Context: an optimization exercise on an open-source flow, tuned for small area, a short achievable clock period and few clock cycles. The choices shown serve that exercise and are no tape-out recipe. In this exercise RTL edits were held to simulation tests only and were not proved equivalent to the original. Power is estimated from default activity; no workload was simulated.

==> inputs of job 7200 <==
==> flow/design.v <==
module JAM (
input CLK,
input RST,
output reg [2:0] W,
output reg [2:0] J,
input [6:0] Cost,
output reg [3:0] MatchCount,
output reg [9:0] MinCost,
output reg Valid );
localparam ST_HUNG  = 3'd0;
localparam ST_TIGHT = 3'd1;
localparam ST_RED   = 3'd2;
localparam ST_RYS   = 3'd3;
localparam ST_DONE  = 3'd4;
localparam [7:0] INF = 8'hff;
reg [2:0]  st;
reg [2:0]  row;           
reg        root;          
reg [2:0]  j0;            
reg [63:0] nvf;           
reg [63:0] mvf;           
reg [23:0] wayf;          
reg [7:0]  wset;          
reg [23:0] pf;            
reg [7:0]  matched;
reg [7:0]  used;          
reg [6:0]  Dprev;         
reg [7:0]  best;          
reg [2:0]  j1;
reg [7:0]  Kr;            
reg        post, mfr;
reg [2:0]  j1r;
reg [6:0]  bestr;
reg        isact;
reg [2:0]  iss;
reg [5:0]  tcnt;          
reg        vA, kA, lA, mA; reg [2:0] cA;
reg        vB, kB, lB; reg [2:0] cB; reg [7:0] YB;
reg        vD, lD;     reg [2:0] cD; reg [7:0] keyD; reg [7:0] mvD;
reg        aact;
reg [2:0]  jj;
reg [2:0]  arow;
reg [7:0]  tmask;
reg [2:0]  trow;
reg        vF, lF, sF;
reg        vQ, lQ, sQ;
reg [2:0]  i0r;           
function [3:0] pc8;
  input [7:0] x;
  pc8 = x[0] + x[1] + x[2] + x[3] + x[4] + x[5] + x[6] + x[7];
endfunction
function [3:0] mul4;
  input [3:0] a, b;
  mul4 = a * b;
endfunction
function any4;
  input [3:0] x;
  any4 = |x;
endfunction
function two4;
  input [3:0] x;
  two4 = (x[0] & x[1]) | (x[2] & x[3]) | ((x[0] | x[1]) & (x[2] | x[3]));
endfunction
function oneh;
  input [7:0] x;
  oneh = (any4(x[3:0]) ^ any4(x[7:4])) & ~two4(x[3:0]) & ~two4(x[7:4]);
endfunction
wire [63:0] T = mvf;
wire [7:0]  S  = wayf[7:0];
wire [7:0]  Rr = wayf[15:8];
wire [7:0]  Rc = wayf[23:16];
wire [31:0] F  = {nvf[59:56], nvf[51:48], nvf[43:40], nvf[35:32],
                  nvf[27:24], nvf[19:16], nvf[11:8],  nvf[3:0]};
wire [7:0]  Q  = {nvf[15:12], nvf[7:4]};
wire        hung  = (st == ST_HUNG);
wire        tight = (st == ST_TIGHT);
wire       lt_km  = keyD < mvD;
wire       lt_kb  = keyD < best;
wire       lt_mb  = mvD < best;
wire       take   = root || lt_km;
wire [7:0] nm     = take ? keyD : mvD;
wire       upd    = vD && hung && !used[cD];
wire       nlt    = upd && (take ? lt_kb : lt_mb);
wire       dec    = vD && lD && hung;
wire [7:0] bestf  = nlt ? nm : best;
wire [2:0] j1f    = nlt ? cD : j1;
wire       mf     = nlt ? matched[cD] : matched[j1];
wire [2:0] pj1f   = nlt ? pf[cD*3 +: 3] : pf[j1*3 +: 3];
wire       dec_cont = dec && mf;
wire       dec_end  = dec && !mf;
wire       nrow7  = (row == 3'd7);
wire [7:0] oh_d   = 8'd1 << cD;
wire       tfirst = (cD == 3'd0) || lt_kb;
wire [7:0] tmask_n = tfirst ? oh_d : ((keyD == best) ? (tmask | oh_d) : tmask);
wire        hiss = hung && isact && !post;
wire        tiss = tight && isact;
reg         issue_now;
reg  [2:0]  icol, irow;
reg         ik, il, im;
always @(*) begin
  issue_now = 1'b0; icol = 3'd0; irow = row; ik = 1'b0; il = 1'b0; im = 1'b1;
  if (dec_cont) begin
    issue_now = 1'b1; icol = j1f; irow = pj1f; ik = 1'b1; im = 1'b0;
  end else if (dec_end) begin
    issue_now = 1'b1; icol = 3'd0; irow = nrow7 ? 3'd0 : row + 3'd1;
  end else if (post) begin
    issue_now = !mfr; icol = 3'd1; irow = nrow7 ? 3'd0 : row + 3'd1;
  end else if (hiss) begin
    issue_now = 1'b1;
    icol = (root ? 3'd0 : j0) + iss;
    irow = root ? row : i0r; il = (iss == 3'd7); im = root;
  end else if (tiss) begin
    issue_now = 1'b1; icol = tcnt[2:0]; irow = tcnt[5:3]; il = (tcnt == 6'd63);
  end
end
wire [7:0] nvA    = nvf[cA*8 +: 8];
wire       pA     = used[cA];
wire       padd   = mA && pA;
wire       asub   = !mA;
wire [6:0] Dp     = post ? bestr : Dprev;
wire [7:0] Zx     = kA ? ~{1'b0, bestr} : (asub ? ~Kr : (pA ? {1'b0, Dp} : 8'd0));
wire [7:0] Y      = nvA + Zx + {7'd0, asub};
wire       nvwe   = vA && (kA || padd);
wire [9:0] keyB   = {3'd0, Cost} + {{2{YB[7]}}, YB};
reg [7:0] fr, csel, mr;
integer r;
always @(*) begin
  fr = 8'd0; csel = 8'd0;
  for (r = 0; r < 8; r = r + 1) begin
    mr = T[r*8 +: 8] & Rc;
    if (Rr[r] && oneh(mr)) begin
      fr[r] = 1'b1;
      csel = csel | mr;
    end
  end
end
wire red_done = (fr == 8'd0);
wire [7:0] S_next = ((S | ~Rc) + 8'd1) & Rc;
reg  [31:0] fac;
always @(*) begin
  for (r = 0; r < 8; r = r + 1)
    fac[r*4 +: 4] = Rr[r] ? pc8(T[r*8 +: 8] & S) : 4'd1;
end
wire [3:0] q0 = mul4(mul4(F[3:0],   F[7:4]),   mul4(F[11:8],  F[15:12]));
wire [3:0] q1 = mul4(mul4(F[19:16], F[23:20]), mul4(F[27:24], F[31:28]));
wire [3:0] prod = mul4(Q[3:0], Q[7:4]);
always @(posedge CLK) begin
  if (RST) begin
    st <= ST_HUNG;
    row <= 3'd0; root <= 1'b1; j0 <= 3'd0;
    nvf <= 64'd0; wset <= 8'd0; matched <= 8'd0; used <= 8'd0;
    Dprev <= 7'd0; best <= INF;
    post <= 1'b0;
    W <= 3'd0; J <= 3'd0;
    vA <= 1'b1; kA <= 1'b0; lA <= 1'b0; cA <= 3'd0; mA <= 1'b1;
    isact <= 1'b1; iss <= 3'd1;
    vB <= 1'b0; vD <= 1'b0;
    lB <= 1'b0; lD <= 1'b0;
    aact <= 1'b0;
    vF <= 1'b0; vQ <= 1'b0;
    MinCost <= 10'd0; MatchCount <= 4'd0; Valid <= 1'b0;
  end else begin
    vA <= issue_now; kA <= ik; lA <= il; cA <= icol; mA <= im;
    if (issue_now) begin
      W <= irow; J <= icol;
    end
    if (hiss) begin
      iss <= iss + 3'd1;
      if (iss == 3'd7) isact <= 1'b0;
    end
    if (tiss) begin
      tcnt <= tcnt + 6'd1;
      if (tcnt == 6'd63) isact <= 1'b0;
    end
    vB <= vA; kB <= kA; lB <= lA; cB <= cA; YB <= Y;
    if (nvwe) nvf[cA*8 +: 8] <= Y;
    if (vA && padd) used[cA] <= 1'b0;
    vD <= vB && !kB; lD <= lB; cD <= cB; keyD <= keyB[8] ? 8'hff : keyB[7:0];
    mvD <= mvf[cB*8 +: 8];
    if (vB && kB) Kr <= keyB[7:0];
    if (upd) begin
      if (take) mvf[cD*8 +: 8] <= keyD;
      if (take && !root) begin
        wayf[cD*3 +: 3] <= j0;
        wset[cD] <= 1'b1;
      end
      if (nlt) begin
        best <= nm; j1 <= cD;
      end
    end
    post <= dec;
    if (dec) begin
      mfr <= mf; j1r <= j1f; bestr <= bestf[6:0]; i0r <= pj1f;
      isact <= 1'b0;
    end
    if (post) begin
      best <= INF;
      if (root) wset <= 8'd0;
      isact <= 1'b1;
      if (mfr) begin
        j0 <= j1r; root <= 1'b0; used[j1r] <= 1'b1;
        iss <= 3'd1;
      end else begin
        MinCost <= MinCost + {3'd0, bestr};
        Dprev <= bestr; root <= 1'b1;
        iss <= 3'd2;
        if (nrow7) begin
          st <= ST_TIGHT; tcnt <= 6'd2; trow <= 3'd0;
        end else begin
          row <= row + 3'd1;
          aact <= 1'b1; jj <= j1r; arow <= row;
        end
      end
    end
    if (aact) begin
      matched[jj] <= 1'b1;
      if (wset[jj]) begin
        pf[jj*3 +: 3] <= pf[wayf[jj*3 +: 3]*3 +: 3];
        jj <= wayf[jj*3 +: 3];
      end else begin
        pf[jj*3 +: 3] <= arow;
        aact <= 1'b0;
      end
    end
    if (tight && vD) begin
      if (tfirst) best <= keyD;
      tmask <= tmask_n;
      if (cD == 3'd7) begin
        mvf[trow*8 +: 8] <= tmask_n;
        trow <= trow + 3'd1;
        if (trow == 3'd7) begin
          st <= ST_RED; wayf[23:8] <= 16'hffff;
        end
      end
    end
    if (st == ST_RED) begin
      wayf[15:8]  <= Rr & ~fr;
      wayf[23:16] <= Rc & ~csel;
      if (red_done) begin
        st <= ST_RYS; wayf[7:0] <= 8'd0; MatchCount <= 4'd0;
      end
    end
    vF <= 1'b0;
    if (st == ST_RYS) begin
      vF <= 1'b1; sF <= (^S) ^ (^Rc); lF <= (S_next == 8'd0);
      for (r = 0; r < 8; r = r + 1) nvf[r*8 +: 4] <= fac[r*4 +: 4];
      wayf[7:0] <= S_next;
      if (S_next == 8'd0) st <= ST_DONE;
    end
    vQ <= vF; lQ <= lF; sQ <= sF;
    if (vF) begin
      nvf[7:4] <= q0; nvf[15:12] <= q1;
    end
    if (vQ) begin
      MatchCount <= sQ ? MatchCount - prod : MatchCount + prod;
      if (lQ) Valid <= 1'b1;
    end
  end
end
endmodule
==> flow/run.sh <==
#!/bin/bash
# synth_recipe.tcl (not shown) runs the flow's synth.tcl, then flattens the netlist and writes it again
# the make line also repeats each setting of config.mk as NAME=value (left out here)
make -C /OpenROAD-flow-scripts/flow DESIGN_CONFIG=/design/flow/config.mk WORK_HOME=/design/flow/orfs CLKGATE_MAP_FILE= SYNTH_SCRIPT=/design/flow/synth_recipe.tcl finish
==> flow/config.mk <==
export PLATFORM = sky130hd
export DESIGN_NAME = JAM
export DESIGN_NICKNAME = JAM
export VERILOG_FILES = /design/flow/design.v
export SDC_FILE = /design/flow/constraint.sdc
export NUM_CORES = 4
export LEC_CHECK = 0
export ABC_AREA = 1
export CAP_MARGIN = 20
export CORE_MARGIN = 2
export CORE_UTILIZATION = 40
export SETUP_SLACK_MARGIN = 3.3
export SLEW_MARGIN = 20
==> flow/constraint.sdc <==
create_clock -name core_clock -period 7.0 [get_ports {CLK}]
set_input_delay 1.4000 -clock core_clock [delete_from_list [all_inputs] [get_ports {CLK}]]
set_output_delay 1.4000 -clock core_clock [all_outputs]
set_load 0.01 [all_outputs]
==> job 9996: changes against job 7200 <==
--- a/flow/design.v
+++ b/flow/design.v
@@ -16,7 +16,6 @@
 reg [2:0]  st;
 reg [2:0]  row;           
 reg        root;          
-reg [2:0]  j0;            
 reg [63:0] nvf;           
 reg [63:0] mvf;           
 reg [23:0] wayf;          
@@ -24,22 +23,19 @@
 reg [23:0] pf;            
 reg [7:0]  matched;
 reg [7:0]  used;          
-reg [6:0]  Dprev;         
 reg [7:0]  best;          
 reg [2:0]  j1;
 reg [7:0]  Kr;            
 reg        post, mfr;
-reg [2:0]  j1r;
-reg [6:0]  bestr;
+reg [2:0]  j1r;           
+reg [6:0]  bestr;         
 reg        isact;
-reg [2:0]  iss;
 reg [5:0]  tcnt;          
 reg        vA, kA, lA, mA; reg [2:0] cA;
 reg        vB, kB, lB; reg [2:0] cB; reg [7:0] YB;
 reg        vD, lD;     reg [2:0] cD; reg [7:0] keyD; reg [7:0] mvD;
 reg        aact;
 reg [2:0]  jj;
-reg [2:0]  arow;
 reg [7:0]  tmask;
 reg [2:0]  trow;
 reg        vF, lF, sF;
@@ -107,8 +103,8 @@
     issue_now = !mfr; icol = 3'd1; irow = nrow7 ? 3'd0 : row + 3'd1;
   end else if (hiss) begin
     issue_now = 1'b1;
-    icol = (root ? 3'd0 : j0) + iss;
-    irow = root ? row : i0r; il = (iss == 3'd7); im = root;
+    icol = (root ? 3'd0 : j1r) + tcnt[2:0];
+    irow = root ? row : i0r; il = (tcnt[2:0] == 3'd7); im = root;
   end else if (tiss) begin
     issue_now = 1'b1; icol = tcnt[2:0]; irow = tcnt[5:3]; il = (tcnt == 6'd63);
   end
@@ -117,8 +113,7 @@
 wire       pA     = used[cA];
 wire       padd   = mA && pA;
 wire       asub   = !mA;
-wire [6:0] Dp     = post ? bestr : Dprev;
-wire [7:0] Zx     = kA ? ~{1'b0, bestr} : (asub ? ~Kr : (pA ? {1'b0, Dp} : 8'd0));
+wire [7:0] Zx     = kA ? ~{1'b0, bestr} : (asub ? ~Kr : (pA ? {1'b0, bestr} : 8'd0));
 wire [7:0] Y      = nvA + Zx + {7'd0, asub};
 wire       nvwe   = vA && (kA || padd);
 wire [9:0] keyB   = {3'd0, Cost} + {{2{YB[7]}}, YB};
@@ -147,13 +142,13 @@
 always @(posedge CLK) begin
   if (RST) begin
     st <= ST_HUNG;
-    row <= 3'd0; root <= 1'b1; j0 <= 3'd0;
+    row <= 3'd0; root <= 1'b1;
     nvf <= 64'd0; wset <= 8'd0; matched <= 8'd0; used <= 8'd0;
-    Dprev <= 7'd0; best <= INF;
+    best <= INF;
     post <= 1'b0;
     W <= 3'd0; J <= 3'd0;
     vA <= 1'b1; kA <= 1'b0; lA <= 1'b0; cA <= 3'd0; mA <= 1'b1;
-    isact <= 1'b1; iss <= 3'd1;
+    isact <= 1'b1; tcnt <= 6'd1;
     vB <= 1'b0; vD <= 1'b0;
     lB <= 1'b0; lD <= 1'b0;
     aact <= 1'b0;
@@ -164,14 +159,8 @@
     if (issue_now) begin
       W <= irow; J <= icol;
     end
-    if (hiss) begin
-      iss <= iss + 3'd1;
-      if (iss == 3'd7) isact <= 1'b0;
-    end
-    if (tiss) begin
-      tcnt <= tcnt + 6'd1;
-      if (tcnt == 6'd63) isact <= 1'b0;
-    end
+    if (hiss || tiss) tcnt <= tcnt + 6'd1;
+    if ((hiss && tcnt[2:0] == 3'd7) || (tiss && tcnt == 6'd63)) isact <= 1'b0;
     vB <= vA; kB <= kA; lB <= lA; cB <= cA; YB <= Y;
     if (nvwe) nvf[cA*8 +: 8] <= Y;
     if (vA && padd) used[cA] <= 1'b0;
@@ -181,7 +170,7 @@
     if (upd) begin
       if (take) mvf[cD*8 +: 8] <= keyD;
       if (take && !root) begin
-        wayf[cD*3 +: 3] <= j0;
+        wayf[cD*3 +: 3] <= j1r;
         wset[cD] <= 1'b1;
       end
       if (nlt) begin
@@ -198,17 +187,17 @@
       if (root) wset <= 8'd0;
       isact <= 1'b1;
       if (mfr) begin
-        j0 <= j1r; root <= 1'b0; used[j1r] <= 1'b1;
-        iss <= 3'd1;
+        root <= 1'b0; used[j1r] <= 1'b1;
+        tcnt <= 6'd1;
       end else begin
         MinCost <= MinCost + {3'd0, bestr};
-        Dprev <= bestr; root <= 1'b1;
-        iss <= 3'd2;
+        root <= 1'b1;
+        tcnt <= 6'd2;
         if (nrow7) begin
-          st <= ST_TIGHT; tcnt <= 6'd2; trow <= 3'd0;
+          st <= ST_TIGHT; trow <= 3'd0;
         end else begin
           row <= row + 3'd1;
-          aact <= 1'b1; jj <= j1r; arow <= row;
+          aact <= 1'b1; jj <= j1r;
         end
       end
     end
@@ -218,7 +207,7 @@
         pf[jj*3 +: 3] <= pf[wayf[jj*3 +: 3]*3 +: 3];
         jj <= wayf[jj*3 +: 3];
       end else begin
-        pf[jj*3 +: 3] <= arow;
+        pf[jj*3 +: 3] <= row - 3'd1;
         aact <= 1'b0;
       end
     end
--- a/flow/config.mk
+++ b/flow/config.mk
@@ -5,9 +5,8 @@
 export SDC_FILE = /design/flow/constraint.sdc
 export NUM_CORES = 4
 export LEC_CHECK = 0
-export ABC_AREA = 1
 export CAP_MARGIN = 20
 export CORE_MARGIN = 2
-export CORE_UTILIZATION = 40
+export CORE_UTILIZATION = 55
 export SETUP_SLACK_MARGIN = 3.3
 export SLEW_MARGIN = 20
==> notes.md <==
                                                                                          job 9996           job 7200
Status                                                                    timing/DRC/antenna clean  timing/DRC/antenna clean
Number of ordinary and repair buffers in the finished layout                                   125                 98
Period minus WS final                                                                      3.84 ns            3.72 ns
First-pass DRT Iterations                                                                        6                  7
R2r startpoint                                                               keyD[6]$_SDFFCE_PP1N_  wayf[0]$_DFFE_PN_
Via count of the first global-routing pass                                                  19,000             22,300
Slack of the critical path                                                                 3.16 ns            3.28 ns
Share of synthesized cell area in full adder, half adder and majority cells                  10.8%              9.77%
Switching Fraction                                                                           30.3%              34.3%
Gates resized, CTS repair                                                                       33                 26
Layout cell share with drive strength beyond 1                                               13.6%              8.60%
Hold Slack                                                                                0.425 ns           0.404 ns
GRT Util Overall                                                                             36.8%              29.1%
Fill cell instance count of the final layout                                                 3,468              6,252
Final #Nets                                                                                  2,586              3,542
Seq group                                                                                  2.30 mW            2.44 mW
Routability congestion estimate                                                               1.07               1.02
Area of combinational cells with multiple inputs                                       13,500 um^2        13,900 um^2
Count of multi-input combinational gates                                                     1,779              2,408
Average wire per standard cell                                                             27.3 um            22.7 um
Met1 routing resource usage after global routing                                             49.0%              40.7%
Share of the synthesized area in compound gates (AO/OA/AOI/OAI)                              17.6%              19.0%
Inverter count of the layout excluding clock inverters                                         128                463
Part of the power in combinational logic                                                     18.3%              23.3%
PwrDens                                                                                207 nW/um^2        220 nW/um^2
Number of different library cells in the post-synthesis netlist                                 90                 66
Cell area after placement                                                              23,400 um^2        25,700 um^2
Testbench counts of job 7200, summed over its fixed seeds: cycles 4,976.
Testbench counts of job 9996, summed over its fixed seeds: cycles 4,976.

## what the ideal ports hide
The results above use ideal ports. As a check the final layouts listed here were re-extracted and re-timed, cells and wires unchanged. Step 1, drivers: a clkbuf_16 drives CLK and a buf_2 each remaining input, both assumed. Step 2 also shifts input and output timing later by t, the mid clock arrival at the registers, as if the neighbouring blocks saw the same clock. Three values: no drivers, after step 1, after step 2; two values: the first two.
| run | shift t [ns] | slack for setup (ns) | worst setup path after step 2 | worst slew at a driven data input, ns |
|---|---|---|---|---|
| job 7200 | 0.652 | 3.284 / 3.284 / 3.043 | input to register | 0.04 |
| job 9996 | 0.622 | 3.160 / 3.160 / 3.041 | input to register | 0.04 |
After both steps setup and hold are still met in every run listed. The setup slack of job 7200, which loses most, moves by 0.000 ns with the drivers and by -0.241 ns with both steps.
